This is an optimization exercise on Yosys and OpenROAD, whose aim is small area and a short achievable clock period, not a production implementation.
At most, simulation tests tie the RTL to the original design; equivalence was not proved.

==> job 8756 <==
## arctos32_top
module arctos32_top (
    input         clock,
    input         reset,
    output [26:0] imem_addr,
    output        imem_en,
    input  [31:0] imem_rdata,
    output [22:0] dmem_addr,
    output [31:0] dmem_wdata,
    output        dmem_we,
    output        dmem_re,
    input  [31:0] dmem_rdata
);
clock: 25.0 ns
lec_check: 0
cap_margin: 20
core_margin: 2
core_utilization: 50
slew_margin: 20
synth_hierarchical: 1
standard.sh (not shown) runs the stock make flow with config.mk's settings and CLKGATE_MAP_FILE= SYNTH_SCRIPT=/design/flow/synth_recipe.tcl, a recipe that flattens the netlist after the stock synthesis.
==> flow/flow/run.sh <==
#!/bin/bash
# Own flow: the standard layout (standard synthesis included, unchanged)
# with changes that only steer optimisation; the SDC is unchanged:
#  - repair_timing is asked for a setup margin (flow/margin.txt), so the
#    layout is optimised for a shorter period than the 25 ns constraint;
#  - the port buffers are buf_4 (buffer_ports would otherwise pick a slow
#    delay cell);
#  - clock tree synthesis clusters the sinks more coarsely and adds no dummy
#    loads (a smaller clock tree; every register still gets the clock
#    through the same balanced tree);
set -euo pipefail
MARGIN=$(cat flow/margin.txt)
bash standard.sh synth > standard_synth.log 2>&1
bash standard.sh SETUP_SLACK_MARGIN=$MARGIN POST_GLOBAL_ROUTE_TCL=$PWD/flow/post_grt.tcl \
    "BUFFER_PORTS_ARGS=-buffer_cell sky130_fd_sc_hd__buf_4" \
    "CTS_ARGS=-sink_clustering_enable -repair_clock_nets -dont_use_dummy_load -sink_clustering_size 24 -sink_clustering_max_diameter 70" \
    finish > standard_flow.log 2>&1
==> flow/flow/margin.txt <==
18.5
==> flow/flow/post_grt.tcl <==
# Sourced by ORFS's global_route.tcl (POST_GLOBAL_ROUTE_TCL) after its
# repair_timing: repair max slew and capacitance once more, with a wider
# margin, then legalise and re-route the changed nets incrementally.
puts "post_grt: repair_design after repair_timing"
estimate_parasitics -global_routing
repair_design -slew_margin 35 -cap_margin 35 -verbose
global_route -start_incremental
detailed_placement
global_route -end_incremental
estimate_parasitics -global_routing
report_check_types -max_slew -max_cap -violators
==> job 9414: changes against job 8756 <==
--- a/flow/design.v
+++ b/flow/design.v
@@ -1300,32 +1300,27 @@
 endmodule
 module c_mux2 (output X, input S, A0, A1);
     assign X = S ? A1 : A0;
 endmodule
 module c_nand4b (output Y, input A_N, B, C, D);
     assign Y = ~(~A_N & B & C & D);
 endmodule
-module c_nor4 (output Y, input A, B, C, D);
-    assign Y = ~(A | B | C | D);
-endmodule
 module register_bank (
     input         clock,
     input         reset,
     input         we,        
     input  [4:0]  wa,
     input  [31:0] wd,
     input         ra_sel,    
     input  [4:0]  ra0,
     input  [4:0]  ra1,
     input  [4:0]  rb,        
     input         rb_off,    
     output [31:0] qa_n,      
-    output [31:0] qa_n2,
-    output [31:0] qb_n,      
-    output [31:0] qb_n2
+    output [31:0] qb_n       
 );
 reg  [31:1] valid;
 wire [31:1] wsel;
 wire [31:0] q [0:31];
 assign q[0] = 32'd0;
 genvar k, j;
 generate
@@ -1379,32 +1374,34 @@
 assign s_b[0]  = 1'b0;
 assign s_a2[0] = 1'b0;
 assign s_b2[0] = 1'b0;
 generate
     for (j = 0; j < 32; j = j + 1) begin : b
         wire [31:0] sa = j < 16 ? s_a : s_a2;
         wire [31:0] sb = j < 16 ? s_b : s_b2;
-        wire [31:0] ta, tb;              
-        assign ta[0] = 1'b1;
-        assign tb[0] = 1'b1;
-        for (k = 1; k < 32; k = k + 1) begin : t
-            c_nand2 ua (.Y(ta[k]), .A(sa[k]), .B(q[k][j]));
-            c_nand2 ub (.Y(tb[k]), .A(sb[k]), .B(q[k][j]));
-        end
-        wire [7:0] pa, pb;               
-        c_nand3 a0 (.Y(pa[0]), .A(ta[1]), .B(ta[2]), .C(ta[3]));
-        c_nand3 b0 (.Y(pb[0]), .A(tb[1]), .B(tb[2]), .C(tb[3]));
-        for (k = 1; k < 8; k = k + 1) begin : g
-            c_nand4 a (.Y(pa[k]), .A(ta[4*k]), .B(ta[4*k+1]), .C(ta[4*k+2]), .D(ta[4*k+3]));
-            c_nand4 b (.Y(pb[k]), .A(tb[4*k]), .B(tb[4*k+1]), .C(tb[4*k+2]), .D(tb[4*k+3]));
+        wire [10:0] na, nb;      
+        for (k = 0; k < 10; k = k + 1) begin : t
+            c_a222oi ua (.Y(na[k]),
+                .A1(sa[3*k+1]), .A2(q[3*k+1][j]), .B1(sa[3*k+2]), .B2(q[3*k+2][j]),
+                .C1(sa[3*k+3]), .C2(q[3*k+3][j]));
+            c_a222oi ub (.Y(nb[k]),
+                .A1(sb[3*k+1]), .A2(q[3*k+1][j]), .B1(sb[3*k+2]), .B2(q[3*k+2][j]),
+                .C1(sb[3*k+3]), .C2(q[3*k+3][j]));
         end
-        c_nor4 na0 (.Y(qa_n[j]),  .A(pa[0]), .B(pa[1]), .C(pa[2]), .D(pa[3]));
-        c_nor4 na1 (.Y(qa_n2[j]), .A(pa[4]), .B(pa[5]), .C(pa[6]), .D(pa[7]));
-        c_nor4 nb0 (.Y(qb_n[j]),  .A(pb[0]), .B(pb[1]), .C(pb[2]), .D(pb[3]));
-        c_nor4 nb1 (.Y(qb_n2[j]), .A(pb[4]), .B(pb[5]), .C(pb[6]), .D(pb[7]));
+        c_nand2 la (.Y(na[10]), .A(sa[31]), .B(q[31][j]));
+        c_nand2 lb (.Y(nb[10]), .A(sb[31]), .B(q[31][j]));
+        wire [2:0] oa, ob;
+        c_nand4 a0 (.Y(oa[0]), .A(na[0]), .B(na[1]), .C(na[2]), .D(na[3]));
+        c_nand4 a1 (.Y(oa[1]), .A(na[4]), .B(na[5]), .C(na[6]), .D(na[7]));
+        c_nand3 a2 (.Y(oa[2]), .A(na[8]), .B(na[9]), .C(na[10]));
+        c_nand4 b0 (.Y(ob[0]), .A(nb[0]), .B(nb[1]), .C(nb[2]), .D(nb[3]));
+        c_nand4 b1 (.Y(ob[1]), .A(nb[4]), .B(nb[5]), .C(nb[6]), .D(nb[7]));
+        c_nand3 b2 (.Y(ob[2]), .A(nb[8]), .B(nb[9]), .C(nb[10]));
+        c_nor3  oqa (.Y(qa_n[j]), .A(oa[0]), .B(oa[1]), .C(oa[2]));
+        c_nor3  oqb (.Y(qb_n[j]), .A(ob[0]), .B(ob[1]), .C(ob[2]));
     end
 endgenerate
 endmodule
 module arctos32_top (
     input         clock,
     input         reset,
     output [26:0] imem_addr,
@@ -1460,29 +1457,29 @@
 assign imem_en   = en_q;
 wire [31:0] wd, wd_f;    
 wire        we = is_alu | is_li | (is_mem & ~ir[28]);
 wire [4:0]  wa = is_li ? ir[28:24] : (is_mem ? ir[27:23] : ir[24:20]);
 wire [31:0] nx     = imem_rdata;
 wire [4:0]  ra_nxt = nx[30] ? nx[27:23] : nx[19:15];
 wire [4:0]  rb_nxt = nx[14:10];
-wire [31:0] qa_n, qa_n2, qb_n, qb_n2;
+wire [31:0] qa_n, qb_n;
 register_bank RB (.clock(clock), .reset(reset), .we(we), .wa(wa), .wd(wd),
                   .ra_sel(nx[30]), .ra0(nx[19:15]), .ra1(nx[27:23]), .rb(rb_nxt), .rb_off(nx[29]),
-                  .qa_n(qa_n), .qa_n2(qa_n2), .qb_n(qb_n), .qb_n2(qb_n2));
+                  .qa_n(qa_n), .qb_n(qb_n));
 wire        fwd_a = we & (wa == ra_nxt) & (|ra_nxt);
 wire        fwd_b = we & ~nx[29] & (wa == rb_nxt) & (|rb_nxt);
 wire [31:0] a_d, b_d;
 wire [31:0] imm_n = ~({32{nx[29]}} & {{17{nx[14]}}, nx[14:0]});    
 generate
     for (j = 0; j < 32; j = j + 1) begin : fw
         wire ta, tb;
         c_nand2 a0 (.Y(ta), .A(wd_f[j]), .B(fwd_a));
-        c_nand3 a2 (.Y(a_d[j]), .A(ta), .B(qa_n[j]), .C(qa_n2[j]));
+        c_nand2 a2 (.Y(a_d[j]), .A(ta), .B(qa_n[j]));
         c_nand2 b0 (.Y(tb), .A(wd_f[j]), .B(fwd_b));
-        c_nand4 b2 (.Y(b_d[j]), .A(tb), .B(qb_n[j]), .C(qb_n2[j]), .D(imm_n[j]));
+        c_nand3 b2 (.Y(b_d[j]), .A(tb), .B(qb_n[j]), .C(imm_n[j]));
     end
 endgenerate
 always @(posedge clock) begin
     a <= a_d;
     b <= b_d;
 end
 wire        f_add = (f == 4'd0), f_sub = (f == 4'd1), f_mul = (f == 4'd2);
--- a/flow/flow/run.sh
+++ b/flow/flow/run.sh
@@ -4,14 +4,17 @@
 #  - repair_timing is asked for a setup margin (flow/margin.txt), so the
 #    layout is optimised for a shorter period than the 25 ns constraint;
 #  - the port buffers are buf_4 (buffer_ports would otherwise pick a slow
 #    delay cell);
 #  - clock tree synthesis clusters the sinks more coarsely and adds no dummy
 #    loads (a smaller clock tree; every register still gets the clock
 #    through the same balanced tree);
+#  - after floorplanning, flow/post_fp.tcl upsizes the gates that drive the
+#    long wires from the register-bank read trees to the operand registers;
 set -euo pipefail
 MARGIN=$(cat flow/margin.txt)
 bash standard.sh synth > standard_synth.log 2>&1
 bash standard.sh SETUP_SLACK_MARGIN=$MARGIN POST_GLOBAL_ROUTE_TCL=$PWD/flow/post_grt.tcl \
+    POST_FLOORPLAN_TCL=$PWD/flow/post_fp.tcl \
     "BUFFER_PORTS_ARGS=-buffer_cell sky130_fd_sc_hd__buf_4" \
     "CTS_ARGS=-sink_clustering_enable -repair_clock_nets -dont_use_dummy_load -sink_clustering_size 24 -sink_clustering_max_diameter 70" \
     finish > standard_flow.log 2>&1
==> flow/flow/post_fp.tcl (new file) <==
# Sourced by ORFS's floorplan.tcl (POST_FLOORPLAN_TCL): upsize the nand gates
# that drive the last stage (nor3) of each register-bank read tree. Those
# nets run from the register bank to the operand registers, a long wire the
# minimum-size nand drives slowly.
set block [ord::get_db_block]
set n 0
foreach inst [$block getInsts] {
  if {![string match "sky130_fd_sc_hd__nor3_*" [[$inst getMaster] getName]]} { continue }
  foreach it [$inst getITerms] {
    if {![$it isInputSignal]} { continue }
    set net [$it getNet]
    if {$net eq "NULL"} { continue }
    foreach d [$net getITerms] {
      if {![$d isOutputSignal]} { continue }
      set di [$d getInst]
      set dm [[$di getMaster] getName]
      if {$dm eq "sky130_fd_sc_hd__nand4_1"} {
        replace_cell $di sky130_fd_sc_hd__nand4_2
        incr n
      } elseif {$dm eq "sky130_fd_sc_hd__nand3_1"} {
        replace_cell $di sky130_fd_sc_hd__nand3_2
        incr n
      }
    }
  }
}
puts "post_fp: upsized $n read-tree nand gates"
==> job 4923: changes against job 8756 <==
--- a/flow/design.v
+++ b/flow/design.v
@@ -1300,32 +1300,27 @@
 endmodule
 module c_mux2 (output X, input S, A0, A1);
     assign X = S ? A1 : A0;
 endmodule
 module c_nand4b (output Y, input A_N, B, C, D);
     assign Y = ~(~A_N & B & C & D);
 endmodule
-module c_nor4 (output Y, input A, B, C, D);
-    assign Y = ~(A | B | C | D);
-endmodule
 module register_bank (
     input         clock,
     input         reset,
     input         we,        
     input  [4:0]  wa,
     input  [31:0] wd,
     input         ra_sel,    
     input  [4:0]  ra0,
     input  [4:0]  ra1,
     input  [4:0]  rb,        
     input         rb_off,    
     output [31:0] qa_n,      
-    output [31:0] qa_n2,
-    output [31:0] qb_n,      
-    output [31:0] qb_n2
+    output [31:0] qb_n       
 );
 reg  [31:1] valid;
 wire [31:1] wsel;
 wire [31:0] q [0:31];
 assign q[0] = 32'd0;
 genvar k, j;
 generate
@@ -1379,32 +1374,34 @@
 assign s_b[0]  = 1'b0;
 assign s_a2[0] = 1'b0;
 assign s_b2[0] = 1'b0;
 generate
     for (j = 0; j < 32; j = j + 1) begin : b
         wire [31:0] sa = j < 16 ? s_a : s_a2;
         wire [31:0] sb = j < 16 ? s_b : s_b2;
-        wire [31:0] ta, tb;              
-        assign ta[0] = 1'b1;
-        assign tb[0] = 1'b1;
-        for (k = 1; k < 32; k = k + 1) begin : t
-            c_nand2 ua (.Y(ta[k]), .A(sa[k]), .B(q[k][j]));
-            c_nand2 ub (.Y(tb[k]), .A(sb[k]), .B(q[k][j]));
-        end
-        wire [7:0] pa, pb;               
-        c_nand3 a0 (.Y(pa[0]), .A(ta[1]), .B(ta[2]), .C(ta[3]));
-        c_nand3 b0 (.Y(pb[0]), .A(tb[1]), .B(tb[2]), .C(tb[3]));
-        for (k = 1; k < 8; k = k + 1) begin : g
-            c_nand4 a (.Y(pa[k]), .A(ta[4*k]), .B(ta[4*k+1]), .C(ta[4*k+2]), .D(ta[4*k+3]));
-            c_nand4 b (.Y(pb[k]), .A(tb[4*k]), .B(tb[4*k+1]), .C(tb[4*k+2]), .D(tb[4*k+3]));
+        wire [10:0] na, nb;      
+        for (k = 0; k < 10; k = k + 1) begin : t
+            c_a222oi ua (.Y(na[k]),
+                .A1(sa[3*k+1]), .A2(q[3*k+1][j]), .B1(sa[3*k+2]), .B2(q[3*k+2][j]),
+                .C1(sa[3*k+3]), .C2(q[3*k+3][j]));
+            c_a222oi ub (.Y(nb[k]),
+                .A1(sb[3*k+1]), .A2(q[3*k+1][j]), .B1(sb[3*k+2]), .B2(q[3*k+2][j]),
+                .C1(sb[3*k+3]), .C2(q[3*k+3][j]));
         end
-        c_nor4 na0 (.Y(qa_n[j]),  .A(pa[0]), .B(pa[1]), .C(pa[2]), .D(pa[3]));
-        c_nor4 na1 (.Y(qa_n2[j]), .A(pa[4]), .B(pa[5]), .C(pa[6]), .D(pa[7]));
-        c_nor4 nb0 (.Y(qb_n[j]),  .A(pb[0]), .B(pb[1]), .C(pb[2]), .D(pb[3]));
-        c_nor4 nb1 (.Y(qb_n2[j]), .A(pb[4]), .B(pb[5]), .C(pb[6]), .D(pb[7]));
+        c_nand2 la (.Y(na[10]), .A(sa[31]), .B(q[31][j]));
+        c_nand2 lb (.Y(nb[10]), .A(sb[31]), .B(q[31][j]));
+        wire [2:0] oa, ob;
+        c_nand4 a0 (.Y(oa[0]), .A(na[0]), .B(na[1]), .C(na[2]), .D(na[3]));
+        c_nand4 a1 (.Y(oa[1]), .A(na[4]), .B(na[5]), .C(na[6]), .D(na[7]));
+        c_nand3 a2 (.Y(oa[2]), .A(na[8]), .B(na[9]), .C(na[10]));
+        c_nand4 b0 (.Y(ob[0]), .A(nb[0]), .B(nb[1]), .C(nb[2]), .D(nb[3]));
+        c_nand4 b1 (.Y(ob[1]), .A(nb[4]), .B(nb[5]), .C(nb[6]), .D(nb[7]));
+        c_nand3 b2 (.Y(ob[2]), .A(nb[8]), .B(nb[9]), .C(nb[10]));
+        c_nor3  oqa (.Y(qa_n[j]), .A(oa[0]), .B(oa[1]), .C(oa[2]));
+        c_nor3  oqb (.Y(qb_n[j]), .A(ob[0]), .B(ob[1]), .C(ob[2]));
     end
 endgenerate
 endmodule
 module arctos32_top (
     input         clock,
     input         reset,
     output [26:0] imem_addr,
@@ -1460,29 +1457,29 @@
 assign imem_en   = en_q;
 wire [31:0] wd, wd_f;    
 wire        we = is_alu | is_li | (is_mem & ~ir[28]);
 wire [4:0]  wa = is_li ? ir[28:24] : (is_mem ? ir[27:23] : ir[24:20]);
 wire [31:0] nx     = imem_rdata;
 wire [4:0]  ra_nxt = nx[30] ? nx[27:23] : nx[19:15];
 wire [4:0]  rb_nxt = nx[14:10];
-wire [31:0] qa_n, qa_n2, qb_n, qb_n2;
+wire [31:0] qa_n, qb_n;
 register_bank RB (.clock(clock), .reset(reset), .we(we), .wa(wa), .wd(wd),
                   .ra_sel(nx[30]), .ra0(nx[19:15]), .ra1(nx[27:23]), .rb(rb_nxt), .rb_off(nx[29]),
-                  .qa_n(qa_n), .qa_n2(qa_n2), .qb_n(qb_n), .qb_n2(qb_n2));
+                  .qa_n(qa_n), .qb_n(qb_n));
 wire        fwd_a = we & (wa == ra_nxt) & (|ra_nxt);
 wire        fwd_b = we & ~nx[29] & (wa == rb_nxt) & (|rb_nxt);
 wire [31:0] a_d, b_d;
 wire [31:0] imm_n = ~({32{nx[29]}} & {{17{nx[14]}}, nx[14:0]});    
 generate
     for (j = 0; j < 32; j = j + 1) begin : fw
         wire ta, tb;
         c_nand2 a0 (.Y(ta), .A(wd_f[j]), .B(fwd_a));
-        c_nand3 a2 (.Y(a_d[j]), .A(ta), .B(qa_n[j]), .C(qa_n2[j]));
+        c_nand2 a2 (.Y(a_d[j]), .A(ta), .B(qa_n[j]));
         c_nand2 b0 (.Y(tb), .A(wd_f[j]), .B(fwd_b));
-        c_nand4 b2 (.Y(b_d[j]), .A(tb), .B(qb_n[j]), .C(qb_n2[j]), .D(imm_n[j]));
+        c_nand3 b2 (.Y(b_d[j]), .A(tb), .B(qb_n[j]), .C(imm_n[j]));
     end
 endgenerate
 always @(posedge clock) begin
     a <= a_d;
     b <= b_d;
 end
 wire        f_add = (f == 4'd0), f_sub = (f == 4'd1), f_mul = (f == 4'd2);
--- a/flow/flow/run.sh
+++ b/flow/flow/run.sh
@@ -4,14 +4,20 @@
 #  - repair_timing is asked for a setup margin (flow/margin.txt), so the
 #    layout is optimised for a shorter period than the 25 ns constraint;
 #  - the port buffers are buf_4 (buffer_ports would otherwise pick a slow
 #    delay cell);
 #  - clock tree synthesis clusters the sinks more coarsely and adds no dummy
 #    loads (a smaller clock tree; every register still gets the clock
 #    through the same balanced tree);
+#  - timing is repaired once, after clock tree synthesis; global routing
+#    skips its own incremental repair (SKIP_INCREMENTAL_REPAIR), and
+#    flow/post_grt.tcl repairs max slew and capacitance after it instead.
+# make's output goes to standard_synth.log and standard_flow.log; each ORFS
+# step writes its own log under orfs/logs.
 set -euo pipefail
 MARGIN=$(cat flow/margin.txt)
 bash standard.sh synth > standard_synth.log 2>&1
 bash standard.sh SETUP_SLACK_MARGIN=$MARGIN POST_GLOBAL_ROUTE_TCL=$PWD/flow/post_grt.tcl \
+    SKIP_INCREMENTAL_REPAIR=1 \
     "BUFFER_PORTS_ARGS=-buffer_cell sky130_fd_sc_hd__buf_4" \
     "CTS_ARGS=-sink_clustering_enable -repair_clock_nets -dont_use_dummy_load -sink_clustering_size 24 -sink_clustering_max_diameter 70" \
     finish > standard_flow.log 2>&1
==> flow/flow/margin.txt (replaced) <==
18.75
==> flow/flow/post_grt.tcl (replaced) <==
# Sourced by ORFS's global_route.tcl (POST_GLOBAL_ROUTE_TCL) after global
# routing: repair max slew and capacitance once more, with a wider
# margin, then legalise and re-route the changed nets incrementally.
puts "post_grt: repair_design after repair_timing"
estimate_parasitics -global_routing
repair_design -slew_margin 35 -cap_margin 35 -verbose
global_route -start_incremental
detailed_placement
global_route -end_incremental
estimate_parasitics -global_routing
report_check_types -max_slew -max_cap -violators
==> results.py <==
metrics = {
    "status": {
        "outcome": "did not finish",
        "stop_error": "[ERROR EST-0104] inconsistent parasitics state",
        "lastStage": "global routing",
    },
    "synth": {
        "synth_mux_area_share_pct": 3.476,
        "syn_area_per_cell_um2": 12.50,
        "synthSimpleGateAreaFrac_pct": 10.50,
    },
    "clocking": {
        "htreeDepth": 3,
    },
}
[end of results for job 4923]
==> results.py <==
metrics = {
    "status": {
        "outcome": "finished clean",
    },
    "timing": {
        "hold_violations": 0,
    },
    "synth": {
        "synth_mux_area_share_pct": 3.281,
        "synthSimpleGateAreaFrac_pct": 24.87,
    },
    "clocking": {
        "htreeDepth": 3,
    },
    "layout": {
        "layout-drive-gt1-share_pct": 16.81,
    },
}
[end of results for job 8756]
==> results.py <==
metrics = {
    "synth": {
        "syn_area_per_cell_um2": 12.50,
        "synthSimpleGateAreaFrac_pct": 10.50,
        "yosysTopAreaCell": "edfxtp_1",
        "synth_most_common_cell": "edfxtp_1",
    },
    "status": {
        "stop_error": "[ERROR STA-0124] instance type 'odb__dbInst' is not an instance.",
        "lastStage": "floorplan",
        "outcome": "did not finish",
    },
}
[end of results for job 9414]
Function not checked in job 8756: the RTL went through the layout flow alone.

-- port drivers added, routing unchanged --
In the flow no input, the clock included, has a driving cell. The finished layout below was timed again as built, in two steps. Step 1, drivers: a clkbuf_16 drives clock and a buf_2 each remaining input, both assumed. Step 2 adds t to the input delays and takes it off the output delays; t is the mean of the earliest and latest rising clock arrival at the registers after step 1. Input paths then give back, and output paths get back, about the clock's delay inside the block. Three values: ideal ports, drivers, drivers and shift; two values: the first two.
run: job 8756
t, ns: 0.778
setup WS [ns]: 17.692 / 17.488 / 16.710
worst setup path after step 2: input to register
pins driven straight from the clock port: 1
After both steps setup and hold are still met in job 8756. The setup slack of job 8756 moves by -0.204 ns with the drivers and by -0.982 ns with both steps.
